Background: an optimization exercise with open tools, aiming at small area. Do not read the settings as production practice. Only simulation tests tie the RTL to the original design; equivalence was not proved.

Design IDCT_all, start of the top module:
module IDCT_all(seq_in, mode, clk, reset, seq_out_4, seq_out_8);
input  signed [24:0] seq_in;
input                mode;
input                clk;
input                reset;
output signed [24:0] seq_out_4;
output signed [24:0] seq_out_8;
reg       act;         
reg       m8;          
reg [5:0] cnt;         
always @(posedge clk) begin
    if (reset)
        act <= 1'b0;
    else if (!act)
        act <= 1'b1;
    else if (cnt == (m8 ? 6'd63 : 6'd15))
        act <= 1'b0;
    if (!act) begin
        m8  <= mode;
        cnt <= 6'd0;
    end else
        cnt <= cnt + 6'd1;
end
reg [15:0] xr;
reg        xv;
reg        xm;
reg [5:0]  xi;
always @(posedge clk) begin
    xr <= seq_in[15:0];
    xi <= cnt;
    xm <= m8;
    xv <= act & ~reset;
end
wire [2:0]  c1     = xm ? xi[2:0] : {xi[1:0], 1'b0};
wire        first1 = xm ? (xi[2:0] == 3'd0) : (xi[1:0] == 2'd0);
localparam S1 = 13;              
localparam YA = S1 - 7;          
localparam YB = 23 - S1;         
wire [8*S1-1:0] a1;              
wire [8*YB-1:0] b1;              
idct_mac1 pass1 (.clk(clk), .x(xr), .c(c1), .first(first1), .acca(a1), .accb(b1));
reg rd, rdm;         
reg rd2, rdm2;       
always @(posedge clk) begin
    rd   <= xv & (xm ? (xi[2:0] == 3'd7) : (xi[1:0] == 2'd3));
    rdm  <= xm;
    rd2  <= rd;
    rdm2 <= rdm;
end
wire [YA-1:0] ya0 = a1[0*S1+7 +: YA];
wire [YA-1:0] ya1 = a1[1*S1+7 +: YA];
wire [YA-1:0] ya2 = a1[2*S1+7 +: YA];
wire [YA-1:0] ya3 = a1[3*S1+7 +: YA];
wire [YA-1:0] ya4 = a1[4*S1+7 +: YA];
wire [YA-1:0] ya5 = a1[5*S1+7 +: YA];
  ...
clock: 10.0 ns
lec_check: 0
cap_margin: 20
core_margin: 2
core_utilization: 45
slew_margin: 20
standard.sh (not shown) runs the stock make flow with config.mk's settings and CLKGATE_MAP_FILE= SYNTH_SCRIPT=/design/flow/synth_recipe.tcl, a recipe that flattens the netlist after the stock synthesis.
==> flow/flow/run.sh <==
#!/bin/bash
# Layout flow: the standard flow (standard.sh) with these changes.
#
#  1. Synthesis runs with SYNTH_OPERATIONS_ARGS=-noabc: Yosys's generic
#     "abc -fast" pass is skipped before full-adder extraction, so the
#     ripple-carry adders of the RTL map straight onto full-adder cells
#     instead of full adders wrapped in inverters.
#  2. The combinational logic of that netlist (all but registers, full/half
#     adders and tie cells) is mapped again by ABC with a shorter script
#     (flow/reopt.ys, flow/reopt.abc), and checked equivalent to it
#     (flow/equiv.ys).
#     After each of steps 1 and 2 the registers are compared with the
#     standard synthesis (same instance names and cell types); if a step
#     fails or changes them, the flow goes back to the previous netlist.
#  3. Clock tree synthesis without dummy loads and with larger sink clusters
#     driven by clkbuf_8 leaf buffers (CTS_ARGS).
#  4. Every input and output port still gets its own buffer, but a buf_1
#     instead of the default clkdlybuf4s50_1 (BUFFER_PORTS_ARGS).
#
# Everything else (floorplan, power grid, placement, routing, finishing) is
# standard.sh unchanged. Each step's output goes to its own log file here.
set -uo pipefail

RES=orfs/results/${FLOW_PLATFORM}/IDCT_all/base
LOGS=orfs/logs/${FLOW_PLATFORM}/IDCT_all/base
YOSYS=$(command -v yosys || echo "$FLOW_HOME/../tools/install/yosys/bin/yosys")

flops() {
    grep -oE 'sky130_fd_sc_hd__[a-z0-9_]+ +[^ (]+ *\(' "$1" \
        | grep -E 'sky130_fd_sc_hd__(s?e?df|dl)' | sed 's/ *($//' | sort
}

same_flops() {   # $1: netlist; compared with the standard synthesis
    flops "$1" > flops_check.txt && [[ -s flops_standard.txt ]] \
        && cmp -s flops_standard.txt flops_check.txt
}

use_netlist() {  # $1: netlist to lay out; rebuilds 1_synth.odb from it
    rm -f "$RES/1_2_yosys.v" "$RES/1_synth.odb" "$RES/1_synth.sdc"
    cp "$1" "$RES/1_2_yosys.v"
    [[ -f "$RES/1_2_yosys.sdc" ]] || cp "$FLOW_SDC" "$RES/1_2_yosys.sdc"
    bash standard.sh synth > "synth_odb_$(basename "$1" .v).log" 2>&1
}

# 1. reference: the standard synthesis
bash standard.sh synth > synth_standard.log 2>&1 || exit 1
cp "$RES/1_2_yosys.v" synth_standard.v
cp "$LOGS/1_2_yosys.log" synth_standard_yosys.log 2>/dev/null
flops synth_standard.v > flops_standard.txt
chosen=synth_standard.v

# 1'. synthesis without the generic abc pass
rm -f "$RES/1_2_yosys.v" "$RES/1_2_yosys.sdc" "$RES/1_synth.odb" "$RES/1_synth.sdc"
if SYNTH_OPERATIONS_ARGS=-noabc bash standard.sh synth > synth_noabc.log 2>&1 \
    && [[ -s "$RES/1_2_yosys.v" ]] && same_flops "$RES/1_2_yosys.v"; then
    cp "$RES/1_2_yosys.v" synth_noabc.v
    chosen=synth_noabc.v
    echo "noabc synthesis: used" > synth_choice.txt
else
    echo "noabc synthesis: failed or registers differ, not used" > synth_choice.txt
fi

# 2. re-map the combinational logic
LIB=$(make -s -C "$FLOW_HOME" DESIGN_CONFIG="$PWD/config.mk" WORK_HOME="$PWD/orfs" print-LIB_FILES 2>/dev/null | sed 's/^LIB_FILES: *//' | awk '{print $1}')
DONTUSE=$(make -s -C "$FLOW_HOME" DESIGN_CONFIG="$PWD/config.mk" WORK_HOME="$PWD/orfs" print-DONT_USE_CELLS 2>/dev/null | sed 's/^DONT_USE_CELLS: *//' | awk '{for (i = 1; i <= NF; i++) printf "-dont_use %s ", $i}')
PERIOD_PS=$(awk -v p="$FLOW_PERIOD_NS" 'BEGIN {printf "%d", p * 1000}')
printf 'set_driving_cell sky130_fd_sc_hd__buf_1\nset_load 5\n' > reopt.constr
sed -e "s#@LIB@#$LIB#g" -e "s#@IN@#$chosen#" -e "s#@OUT@#reopt.v#" -e "s#@TOP@#$FLOW_TOP#" \
    -e "s#@DONTUSE@#$DONTUSE#" -e "s#@CONSTR@#-constr reopt.constr#" -e "s#@PERIOD_PS@#$PERIOD_PS#" \
    -e "s#@ABC@#flow/reopt.abc#" flow/reopt.ys > reopt.ys
sed -e "s#@LIB@#$LIB#g" -e "s#@GOLD@#$chosen#" -e "s#@GATE@#reopt.v#" -e "s#@TOP@#$FLOW_TOP#g" \
    flow/equiv.ys > equiv.ys
if [[ -n "$LIB" ]] && timeout 1800 "$YOSYS" -s reopt.ys > reopt_yosys.log 2>&1 \
    && [[ -s reopt.v ]] && same_flops reopt.v \
    && timeout 1800 "$YOSYS" -s equiv.ys > reopt_equiv.log 2>&1; then
    chosen=reopt.v
    echo "re-mapped netlist: used" >> synth_choice.txt
else
    echo "re-mapped netlist: failed, not equivalent or registers differ, not used" >> synth_choice.txt
fi
use_netlist "$chosen" || { use_netlist synth_standard.v || exit 1; }

# 3. the rest of the standard flow, with the clock tree and port buffer settings
BUFFER_PORTS_ARGS="-buffer_cell sky130_fd_sc_hd__buf_1" \
CTS_ARGS="-sink_clustering_enable -repair_clock_nets -dont_use_dummy_load -sink_clustering_size 16 -sink_clustering_max_diameter 60 -buf_list sky130_fd_sc_hd__clkbuf_8" \
    bash standard.sh finish > finish.log 2>&1 || exit 1

[[ -s out/final.def ]]
==> flow/flow/reopt.abc <==
&get -n
&st
&dch
&nf -R 1000
&put
buffer -c
topo
stime -c
upsize -c
dnsize -c
Other scripts of this flow, unchanged in this note and not shown: flow/flow/equiv.ys, flow/flow/reopt.ys
The baseline finished with timing, DRC and antenna clean.
==> next run, changes <==
==> flow/flow/reopt.abc (replaced) <==
&get -n
&st
&dch
&nf
&put
buffer -c
topo
stime -c
upsize -c
dnsize -c
=> Hold slack gets worse by 40 ps. Register-to-register slack gets better by 40 ps. Via count is about the same. Synthesized cell count barely changes. Wire length climbs slightly. Worst setup slack gets better by 44 ps. Clock-buffer cell count climbs by 5.
==> next run, changes <==
--- a/flow/flow/run.sh
+++ b/flow/flow/run.sh
@@ -8,5 +8,5 @@
 #  2. The combinational logic of that netlist (all but registers, full/half
 #     adders and tie cells) is mapped again by ABC with a shorter script
-#     (flow/reopt.ys, flow/reopt.abc), and checked equivalent to it
+#     (flow/reopt.ys, flow/reopt.abc: an area-oriented amap), and checked equivalent to it
 #     (flow/equiv.ys).
 #     After each of steps 1 and 2 the registers are compared with the
==> flow/flow/reopt.abc (replaced) <==
strash
dch
amap
topo
stime -c
buffer -c
upsize -c
dnsize -c
What happened: Worst setup slack is worse by 43 ps. Routed wire length grows by about 10%. Global-route usage came out higher by 1.7 points.
==> next run, changes <==
==> flow/flow/reopt.abc (replaced) <==
strash
dch
amap -F 3 -A 8
strash
dch
amap -F 3 -A 8
strash
dch
amap -F 3 -A 8
topo
stime -c
buffer -c
upsize -c
dnsize -c
What happened:
- The changed run finished with timing, DRC and antenna clean
- synthesized cell count falls by a few percent
- worst setup slack hardly moves
- flip-flop and latch count stays the same
- maximum frequency is about the same
- hold slack gets worse by 42 ps
- final area falls slightly
- utilization falls by 0.13 points
==> next run, changes <==
--- a/flow/flow/run.sh
+++ b/flow/flow/run.sh
@@ -8,5 +8,5 @@
 #  2. The combinational logic of that netlist (all but registers, full/half
 #     adders and tie cells) is mapped again by ABC with a shorter script
-#     (flow/reopt.ys, flow/reopt.abc: an area-oriented amap), and checked equivalent to it
+#     (flow/reopt.ys, flow/reopt.abc), and checked equivalent to it
 #     (flow/equiv.ys).
 #     After each of steps 1 and 2 the registers are compared with the
==> flow/flow/reopt.abc (replaced) <==
strash
dc2
dch
amap
topo
stime -c
buffer -c
upsize -c
dnsize -c
Result: Worst hold slack gets better by 9.0 ps. Sequential share of layout area came out lower by 0.46 points. Wire length came out higher by 1.6%. Via count is about the same. Global-route usage climbs by 0.22 points. Die area is higher by 0.62%. Clock-buffer cell count climbs by 2. Cell count rises by 1.5%. Worst setup slack is worse by 23 ps.

Another version of the RTL of IDCT_all (not shown whole).
For scale: ~6400 cells after synthesis, about 78 I/O pins, about 76000 um2 of cells after synthesis.
clock: 10.0 ns
lec_check: 0
cap_margin: 20
core_margin: 2
core_utilization: 60
slew_margin: 20
==> flow/flow/run.sh <==
#!/bin/bash
# Layout flow: the standard flow (standard.sh) with these changes.
#
#  1. Synthesis runs with SYNTH_OPERATIONS_ARGS=-noabc: Yosys's generic
#     "abc -fast" pass is skipped before full-adder extraction, so the
#     ripple-carry adders of the RTL map straight onto full-adder cells
#     instead of full adders wrapped in inverters.
#  2. The combinational logic of that netlist (all but registers, full/half
#     adders and tie cells) is mapped again by ABC with a shorter script
#     (flow/reopt.ys, flow/reopt.abc: an area-oriented amap), and checked equivalent to it
#     (flow/equiv.ys).
#     After each of steps 1 and 2 the registers are compared with the
#     standard synthesis (same instance names and cell types); if a step
#     fails or changes them, the flow goes back to the previous netlist.
#  3. Clock tree synthesis without dummy loads and with larger sink clusters
#     driven by clkbuf_8 leaf buffers (CTS_ARGS).
#  4. Every input and output port still gets its own buffer, but a buf_1
#     instead of the default clkdlybuf4s50_1 (BUFFER_PORTS_ARGS).
#
# Everything else (floorplan, power grid, placement, routing, finishing) is
# standard.sh unchanged. Each step's output goes to its own log file here.
set -uo pipefail

RES=orfs/results/${FLOW_PLATFORM}/IDCT_all/base
LOGS=orfs/logs/${FLOW_PLATFORM}/IDCT_all/base
YOSYS=$(command -v yosys || echo "$FLOW_HOME/../tools/install/yosys/bin/yosys")

flops() {
    grep -oE 'sky130_fd_sc_hd__[a-z0-9_]+ +[^ (]+ *\(' "$1" \
        | grep -E 'sky130_fd_sc_hd__(s?e?df|dl)' | sed 's/ *($//' | sort
}

same_flops() {   # $1: netlist; compared with the standard synthesis
    flops "$1" > flops_check.txt && [[ -s flops_standard.txt ]] \
        && cmp -s flops_standard.txt flops_check.txt
}

use_netlist() {  # $1: netlist to lay out; rebuilds 1_synth.odb from it
    rm -f "$RES/1_2_yosys.v" "$RES/1_synth.odb" "$RES/1_synth.sdc"
    cp "$1" "$RES/1_2_yosys.v"
    [[ -f "$RES/1_2_yosys.sdc" ]] || cp "$FLOW_SDC" "$RES/1_2_yosys.sdc"
    bash standard.sh synth > "synth_odb_$(basename "$1" .v).log" 2>&1
}

# 1. reference: the standard synthesis
bash standard.sh synth > synth_standard.log 2>&1 || exit 1
cp "$RES/1_2_yosys.v" synth_standard.v
cp "$LOGS/1_2_yosys.log" synth_standard_yosys.log 2>/dev/null
flops synth_standard.v > flops_standard.txt
chosen=synth_standard.v

# 1'. synthesis without the generic abc pass
rm -f "$RES/1_2_yosys.v" "$RES/1_2_yosys.sdc" "$RES/1_synth.odb" "$RES/1_synth.sdc"
if SYNTH_OPERATIONS_ARGS=-noabc bash standard.sh synth > synth_noabc.log 2>&1 \
    && [[ -s "$RES/1_2_yosys.v" ]] && same_flops "$RES/1_2_yosys.v"; then
    cp "$RES/1_2_yosys.v" synth_noabc.v
    chosen=synth_noabc.v
    echo "noabc synthesis: used" > synth_choice.txt
else
    echo "noabc synthesis: failed or registers differ, not used" > synth_choice.txt
fi

# 2. re-map the combinational logic
LIB=$(make -s -C "$FLOW_HOME" DESIGN_CONFIG="$PWD/config.mk" WORK_HOME="$PWD/orfs" print-LIB_FILES 2>/dev/null | sed 's/^LIB_FILES: *//' | awk '{print $1}')
DONTUSE=$(make -s -C "$FLOW_HOME" DESIGN_CONFIG="$PWD/config.mk" WORK_HOME="$PWD/orfs" print-DONT_USE_CELLS 2>/dev/null | sed 's/^DONT_USE_CELLS: *//' | awk '{for (i = 1; i <= NF; i++) printf "-dont_use %s ", $i}')
PERIOD_PS=$(awk -v p="$FLOW_PERIOD_NS" 'BEGIN {printf "%d", p * 1000}')
printf 'set_driving_cell sky130_fd_sc_hd__buf_1\nset_load 5\n' > reopt.constr
sed -e "s#@LIB@#$LIB#g" -e "s#@IN@#$chosen#" -e "s#@OUT@#reopt.v#" -e "s#@TOP@#$FLOW_TOP#" \
    -e "s#@DONTUSE@#$DONTUSE#" -e "s#@CONSTR@#-constr reopt.constr#" -e "s#@PERIOD_PS@#$PERIOD_PS#" \
    -e "s#@ABC@#flow/reopt.abc#" flow/reopt.ys > reopt.ys
sed -e "s#@LIB@#$LIB#g" -e "s#@GOLD@#$chosen#" -e "s#@GATE@#reopt.v#" -e "s#@TOP@#$FLOW_TOP#g" \
    flow/equiv.ys > equiv.ys
if [[ -n "$LIB" ]] && timeout 1800 "$YOSYS" -s reopt.ys > reopt_yosys.log 2>&1 \
    && [[ -s reopt.v ]] && same_flops reopt.v \
    && timeout 1800 "$YOSYS" -s equiv.ys > reopt_equiv.log 2>&1; then
    chosen=reopt.v
    echo "re-mapped netlist: used" >> synth_choice.txt
else
    echo "re-mapped netlist: failed, not equivalent or registers differ, not used" >> synth_choice.txt
fi
use_netlist "$chosen" || { use_netlist synth_standard.v || exit 1; }

# 3. the rest of the standard flow, with the clock tree and port buffer settings
BUFFER_PORTS_ARGS="-buffer_cell sky130_fd_sc_hd__buf_1" \
CTS_ARGS="-sink_clustering_enable -repair_clock_nets -dont_use_dummy_load -sink_clustering_size 16 -sink_clustering_max_diameter 60 -buf_list sky130_fd_sc_hd__clkbuf_8" \
    bash standard.sh finish > finish.log 2>&1 || exit 1

[[ -s out/final.def ]]
==> flow/flow/reopt.abc <==
strash
dch
amap -F 3 -A 8
strash
dch
amap -F 3 -A 8
strash
dch
amap -F 3 -A 8
topo
stime -c
buffer -c
upsize -c
dnsize -c
Other scripts of this flow, unchanged in this note and not shown: flow/flow/equiv.ys, flow/flow/reopt.ys
==> next run, changes <==
--- a/flow/flow/reopt.abc
+++ b/flow/flow/reopt.abc
@@ -11,3 +11,2 @@
 stime -c
-buffer -c
 upsize -c
GPL_TIMING_DRIVEN = 0   (was not set)
Result: Final cell count falls slightly. Utilization rises by 1.0 points. Global-route usage rises by 0.31 points. Synthesized area falls slightly.

-- separate check: timing with driven ports --
The flow's constraints put no driver on any port. The routed layouts listed below were extracted and timed again, unchanged, in two steps.
Step 1: set_driving_cell puts a clkbuf_16 on clk and a buf_2 on each other input, an assumption about the parent block.
Step 2 adds t to the input delays and takes it off the output delays; t is the mean of the earliest and latest rising clock arrival at the registers after step 1. Input paths then give back, and output paths get back, about the clock's delay inside the block.
Three values: ideal, step 1, step 2; two values: the first two.
run | t (ns) | slack for setup (ns) | worst setup path at the end | clock arrival spread, ns | worst slew at a driven data input, ns
the first run of note 1 | 0.914 | 0.471 / 0.471 / 0.471 | register to register | 0.108 / 0.108 | 0.03
the second run of note 1 | 0.952 | 0.515 / 0.515 / 0.515 | register to register | 0.134 / 0.134 | 0.03
the third run of note 1 | 0.956 | 0.472 / 0.472 / 0.472 | register to register | 0.101 / 0.101 | 0.03
the fourth run of note 1 | 0.934 | 0.470 / 0.470 / 0.470 | register to register | 0.140 / 0.140 | 0.03
the fifth run of note 1 | 0.929 | 0.448 / 0.448 / 0.448 | register to register | 0.122 / 0.121 | 0.03
the first run of note 2 | 0.941 | 0.579 / 0.579 / 0.579 | register to register | 0.123 / 0.124 | 0.05
the second run of note 2 | 0.932 | 0.291 / 0.291 / 0.291 | register to register | 0.095 / 0.095 | 0.03
After both steps every run listed still meets setup and hold.
